From an optimization exercise on the open Yosys and OpenROAD flow, aimed at small area; shortcuts taken in it are not production practice.
Function was checked by simulation only, so behaviour that the tests miss may differ from the original.
No activity file was given, so power comes from the tool's default toggle rates.

Design Full_Connect, start of the top module:
module Full_Connect #
(
parameter BITWIDTH = 8,
parameter BITWIDTH_CAL = 24,
parameter NUM_PARA = 8
)
(
input clk,
input rstn,
input ena,
input ena_add,
input [1:0] select,
input [ NUM_PARA*BITWIDTH - 1 : 0 ] in_data,  
input [ NUM_PARA*BITWIDTH - 1 : 0 ] weight,  
input [ NUM_PARA*BITWIDTH - 1 : 0 ] bias,  
output [ NUM_PARA*BITWIDTH - 1 : 0 ] result  
);
reg pv;
always @( posedge clk or negedge rstn ) begin
    if ( !rstn ) pv <= 1'b0;
    else pv <= ena;
end
wire sel0 = ~select[1] & ~select[0];
wire sel1 = select[0];
wire sel2 = select[1];
wire hold_q = select[1] & select[0];
genvar i;
generate
for ( i = 0; i < NUM_PARA; i = i + 1 ) begin : lane
    Fc_Lane u (
        .clk(clk), .rstn(rstn), .ena(ena), .ena_add(ena_add), .pv(pv),
        .sel0(sel0), .sel1(sel1), .sel2(sel2), .hold_q(hold_q),
        .in_data(in_data[i*8 +: 8]), .weight(weight[i*8 +: 8]), .bias(bias[i*8 +: 8]),
  ...
Size: ~72000 um^2 of cells after synthesis.
==> flow/config.mk <==
export PLATFORM = sky130hd
export DESIGN_NAME = Full_Connect
export DESIGN_NICKNAME = Full_Connect
export VERILOG_FILES = /design/flow/design.v
export SDC_FILE = /design/flow/constraint.sdc
export NUM_CORES = 4
export LEC_CHECK = 0
export ABC_AREA = 1
export CAP_MARGIN = 20
export CORE_MARGIN = 2
export CORE_UTILIZATION = 60
export PLACE_DENSITY = 0.7
export SETUP_SLACK_MARGIN = 0.05
export SLEW_MARGIN = 20
==> flow/constraint.sdc <==
create_clock -name core_clock -period 6.0 [get_ports {clk}]
set_input_delay 1.2000 -clock core_clock [delete_from_list [all_inputs] [get_ports {clk}]]
set_output_delay 1.2000 -clock core_clock [all_outputs]
set_load 0.01 [all_outputs]
standard.sh (not shown) runs the stock make flow with config.mk's settings and CLKGATE_MAP_FILE= SYNTH_SCRIPT=/design/flow/synth_recipe.tcl, a recipe that flattens the netlist after the stock synthesis.
==> flow/flow/run.sh <==
#!/bin/bash
# Own flow: the standard synthesis, then a netlist pass that removes
# inverters by choosing the polarity of full adders and of gates that have an
# inverted twin cell (flow/bubble.py), then the standard layout with
# smaller port buffers and a clock tree without dummy loads.
set -euo pipefail
R=orfs/results/sky130hd/Full_Connect/base
LIB=$FLOW_HOME/platforms/sky130hd/lib/sky130_fd_sc_hd__tt_025C_1v80.lib
bash standard.sh synth > synth.log 2>&1
cp $R/1_2_yosys.v $R/1_2_yosys_std.v
python3 flow/bubble.py $R/1_2_yosys_std.v $R/1_2_yosys.v $LIB > bubble.log 2>&1
touch $R/1_2_yosys.v
bash standard.sh finish \
  "BUFFER_PORTS_ARGS=-buffer_cell sky130_fd_sc_hd__buf_1" \
  "CTS_ARGS=-sink_clustering_enable -repair_clock_nets -sink_clustering_size 20 -sink_clustering_max_diameter 60 -buf_list sky130_fd_sc_hd__clkbuf_16 -dont_use_dummy_load" \
  > finish.log 2>&1
Other scripts of this flow, unchanged in this note and not shown: flow/flow/bubble.py
Edit:
--- a/flow/flow/run.sh
+++ b/flow/flow/run.sh
@@ -15 +15 @@
-  "CTS_ARGS=-sink_clustering_enable -repair_clock_nets -sink_clustering_size 20 -sink_clustering_max_diameter 60 -buf_list sky130_fd_sc_hd__clkbuf_16 -dont_use_dummy_load" \
+  "CTS_ARGS=-sink_clustering_enable -repair_clock_nets -sink_clustering_size 25 -sink_clustering_max_diameter 80 -buf_list sky130_fd_sc_hd__clkbuf_16 -dont_use_dummy_load" \
--- a/flow/config.mk
+++ b/flow/config.mk
@@ -11,3 +11,2 @@
-export CORE_UTILIZATION = 60
-export PLACE_DENSITY = 0.7
-export SETUP_SLACK_MARGIN = 0.05
+export CORE_UTILIZATION = 78
+export PLACE_DENSITY = 0.88
Outcome: Via count climbs by a few percent; critical path depth drops by 3; hold slack gets better by 18 ps; clock-buffer cell count drops by 39; non-clock buffer count drops by 39.

========
Starting RTL as in the previous note.
Settings: LEC_CHECK=0, ABC_AREA=1, CAP_MARGIN=20, CORE_MARGIN=2, CORE_UTILIZATION=78, PLACE_DENSITY=0.88, SLEW_MARGIN=20; clock period 6.0 ns.
==> flow/flow/run.sh <==
#!/bin/bash
# Own flow: the standard synthesis, then a netlist pass that removes
# inverters by choosing the polarity of full adders and of gates that have an
# inverted twin cell (flow/bubble.py), then the standard layout with
# smaller port buffers and a clock tree without dummy loads.
set -euo pipefail
R=orfs/results/sky130hd/Full_Connect/base
LIB=$FLOW_HOME/platforms/sky130hd/lib/sky130_fd_sc_hd__tt_025C_1v80.lib
bash standard.sh synth > synth.log 2>&1
cp $R/1_2_yosys.v $R/1_2_yosys_std.v
python3 flow/bubble.py $R/1_2_yosys_std.v $R/1_2_yosys.v $LIB > bubble.log 2>&1
touch $R/1_2_yosys.v
bash standard.sh finish \
  "BUFFER_PORTS_ARGS=-buffer_cell sky130_fd_sc_hd__buf_1" \
  "CTS_ARGS=-sink_clustering_enable -repair_clock_nets -sink_clustering_size 30 -sink_clustering_max_diameter 80 -buf_list sky130_fd_sc_hd__clkbuf_16 -dont_use_dummy_load" \
  > finish.log 2>&1
Other scripts of this flow, unchanged in this note and not shown: flow/flow/bubble.py
The starting point finished clean.
Rerun with:
--- a/flow/flow/run.sh
+++ b/flow/flow/run.sh
@@ -14,3 +14,3 @@
   "BUFFER_PORTS_ARGS=-buffer_cell sky130_fd_sc_hd__buf_1" \
-  "CTS_ARGS=-sink_clustering_enable -repair_clock_nets -sink_clustering_size 30 -sink_clustering_max_diameter 80 -buf_list sky130_fd_sc_hd__clkbuf_16 -dont_use_dummy_load" \
+  "CTS_ARGS=-sink_clustering_enable -repair_clock_nets -sink_clustering_size 25 -sink_clustering_max_diameter 80 -buf_list sky130_fd_sc_hd__clkbuf_16 -dont_use_dummy_load" \
   > finish.log 2>&1
--- a/flow/config.mk
+++ b/flow/config.mk
@@ -12,2 +12,3 @@
 export PLACE_DENSITY = 0.88
+export SETUP_SLACK_MARGIN = 0.05
 export SLEW_MARGIN = 20
The new run produced a clean layout.
Clock-buffer cell count climbs by 3.
Fmax drops by 1.1%.
Die area stays the same.

========
Setup of run 1:
Starting RTL as in the previous note.
==> flow/design.v (excerpt) <==
module Full_Connect #
(
parameter BITWIDTH = 8,
parameter BITWIDTH_CAL = 24,
parameter NUM_PARA = 8
)
(
input clk,
input rstn,
input ena,
input ena_add,
input [1:0] select,
input [ NUM_PARA*BITWIDTH - 1 : 0 ] in_data,  
input [ NUM_PARA*BITWIDTH - 1 : 0 ] weight,  
input [ NUM_PARA*BITWIDTH - 1 : 0 ] bias,  
output [ NUM_PARA*BITWIDTH - 1 : 0 ] result  
);
export LEC_CHECK = 0
export ABC_AREA = 1
export CAP_MARGIN = 20
export CORE_MARGIN = 2
export CORE_UTILIZATION = 70
export PLACE_DENSITY = 0.8
export SETUP_SLACK_MARGIN = 0.05
export SLEW_MARGIN = 20
create_clock -name core_clock -period 6.0 [get_ports {clk}]
==> flow/flow/run.sh <==
#!/bin/bash
# Own flow: the standard synthesis, then a netlist pass that removes
# inverters by choosing the polarity of full adders and of gates that have an
# inverted twin cell (flow/bubble.py), then the standard layout with
# smaller port buffers and a clock tree without dummy loads.
set -euo pipefail
R=orfs/results/sky130hd/Full_Connect/base
LIB=$FLOW_HOME/platforms/sky130hd/lib/sky130_fd_sc_hd__tt_025C_1v80.lib
bash standard.sh synth > synth.log 2>&1
cp $R/1_2_yosys.v $R/1_2_yosys_std.v
python3 flow/bubble.py $R/1_2_yosys_std.v $R/1_2_yosys.v $LIB > bubble.log 2>&1
touch $R/1_2_yosys.v
bash standard.sh finish \
  "BUFFER_PORTS_ARGS=-buffer_cell sky130_fd_sc_hd__buf_1" \
  "CTS_ARGS=-sink_clustering_enable -repair_clock_nets -sink_clustering_size 20 -sink_clustering_max_diameter 60 -buf_list sky130_fd_sc_hd__clkbuf_16 -dont_use_dummy_load" \
  > finish.log 2>&1
Other scripts of this flow, unchanged in this note and not shown: flow/flow/bubble.py
Every stage of the flow completed for run 1, and the final layout passed the timing, design-rule and antenna checks.
Relative to run 1, the following input files were edited for run 2:
--- a/flow/flow/run.sh
+++ b/flow/flow/run.sh
@@ -14,3 +14,4 @@
   "BUFFER_PORTS_ARGS=-buffer_cell sky130_fd_sc_hd__buf_1" \
   "CTS_ARGS=-sink_clustering_enable -repair_clock_nets -sink_clustering_size 20 -sink_clustering_max_diameter 60 -buf_list sky130_fd_sc_hd__clkbuf_16 -dont_use_dummy_load" \
+  RECOVER_POWER=100 \
   > finish.log 2>&1
## What came out
Run 1 finished every step from synthesis to the final layout, and the layout passed the timing, design-rule and antenna checks. The flow completed for run 2, but it is not clean: the layout still shows max-capacitance violations, max-slew violations. The clock network power share was comparable across run 1 and run 2. Going from run 1 to run 2, worst setup slack closely matched the old numbers, overall power of the completed layout has remained practically unchanged, non-clock buffer instance count of the final layout now sits at about the same level. Worst clock skew delta (run 1 -> run 2): insignificant. For the first-iteration DRC count, run 2 came in 114 higher than run 1 did. Run 2 vs. run 1: slew at the pin with the worst max-slew slack picked up an extra 2.22 ns; post-synthesis cell area neither gained nor lost much; maximum frequency neither gained nor lost much; cell area after layout neither gained nor lost much; amount of wire on met2 after detailed routing neither gained nor lost much.
What run 3 does differently from run 2 at the input level:
--- a/flow/flow/run.sh
+++ b/flow/flow/run.sh
@@ -13,5 +13,4 @@
 bash standard.sh finish \
   "BUFFER_PORTS_ARGS=-buffer_cell sky130_fd_sc_hd__buf_1" \
-  "CTS_ARGS=-sink_clustering_enable -repair_clock_nets -sink_clustering_size 20 -sink_clustering_max_diameter 60 -buf_list sky130_fd_sc_hd__clkbuf_16 -dont_use_dummy_load" \
-  RECOVER_POWER=100 \
+  "CTS_ARGS=-sink_clustering_enable -repair_clock_nets -sink_clustering_size 25 -sink_clustering_max_diameter 80 -buf_list sky130_fd_sc_hd__clkbuf_16 -dont_use_dummy_load" \
   > finish.log 2>&1
--- a/flow/config.mk
+++ b/flow/config.mk
@@ -9,6 +9,5 @@
 export CAP_MARGIN = 20
 export CORE_MARGIN = 2
-export CORE_UTILIZATION = 70
-export PLACE_DENSITY = 0.8
-export SETUP_SLACK_MARGIN = 0.05
+export CORE_UTILIZATION = 85
+export PLACE_DENSITY = 0.93
 export SLEW_MARGIN = 20
==> run notes <==
To summarise run 3: no stage aborted, but the layout did not pass its checks, failing on negative setup slack.
Between run 2 and run 3, final-layout worst hold slack is lower for run 2, run 3 comes in above that.
Total non-filler cell area in the finished layout was lower in the run labelled run 3.
Per the comparison of run 3 with run 2, die area fell by 17%; post-placement cell area now sits lower.
Run 3 vs run 2 — global-route wire length before repair climbed by more than 10%
From run 2 to run 3 the numbers moved as follows: buffering stage count on the worst path with inverters included rose 1; worst setup slack fell 0.55 ns.
For the layout buffer count excluding clock buffers, run 3 came in about 4% lower than run 2 did.
Summary — headroom to the max-slew limit, run 3 relative to run 2: higher, by 160 points.
In the tables for run 2 and run 3, number of non-filler instances in the completed layout reads higher with run 2.

port drivers added, routing unchanged:
How much do the figures lean on ideal ports? The routed layouts below were timed once more, with nothing changed but the port constraints. Step 1 sets driving cells, clkbuf_16 on the clock port and buf_2 on the other inputs (assumed; they add their load-dependent delay and slew). Step 2 moves the port delays by t, midway between the first and last clock arrival at a register: inputs arrive t later, outputs are due t later. That takes back most of the time a late clock gives input paths. Slacks: no drivers / after step 1 / after step 2; pairs: no drivers / after step 1.
run | shift t [ns] | slack for setup (ns) | worst setup path at the end | worst register clock-pin slew, ns | worst data-port slew with drivers (ns)
the first run of note 1 | 0.756 | 0.336 / 0.336 / -0.078 | input to register | 0.08 / 0.08 | 0.10
the second run of note 1 | 0.726 | 0.260 / 0.260 / -0.127 | input to register | 0.10 / 0.10 | 0.10
the first run of note 2 | 0.733 | 0.303 / 0.303 / -0.064 | input to register | 0.12 / 0.12 | 0.11
the second run of note 2 | 0.745 | 0.238 / 0.238 / -0.214 | input to register | 0.10 / 0.10 | 0.14
run 1 | 0.730 | 0.330 / 0.330 / -0.014 | input to register | 0.08 / 0.08 | 0.10
run 2 | 0.727 | 0.328 / 0.328 / -0.328 | input to register | 0.08 / 0.08 | 0.10
run 3 | 0.722 | -0.222 / -0.222 / -0.425 | input to register | 0.11 / 0.11 | 0.14
The setup slack of run 2, which loses most, moves by 0.000 ns with the drivers and by -0.656 ns with both steps.
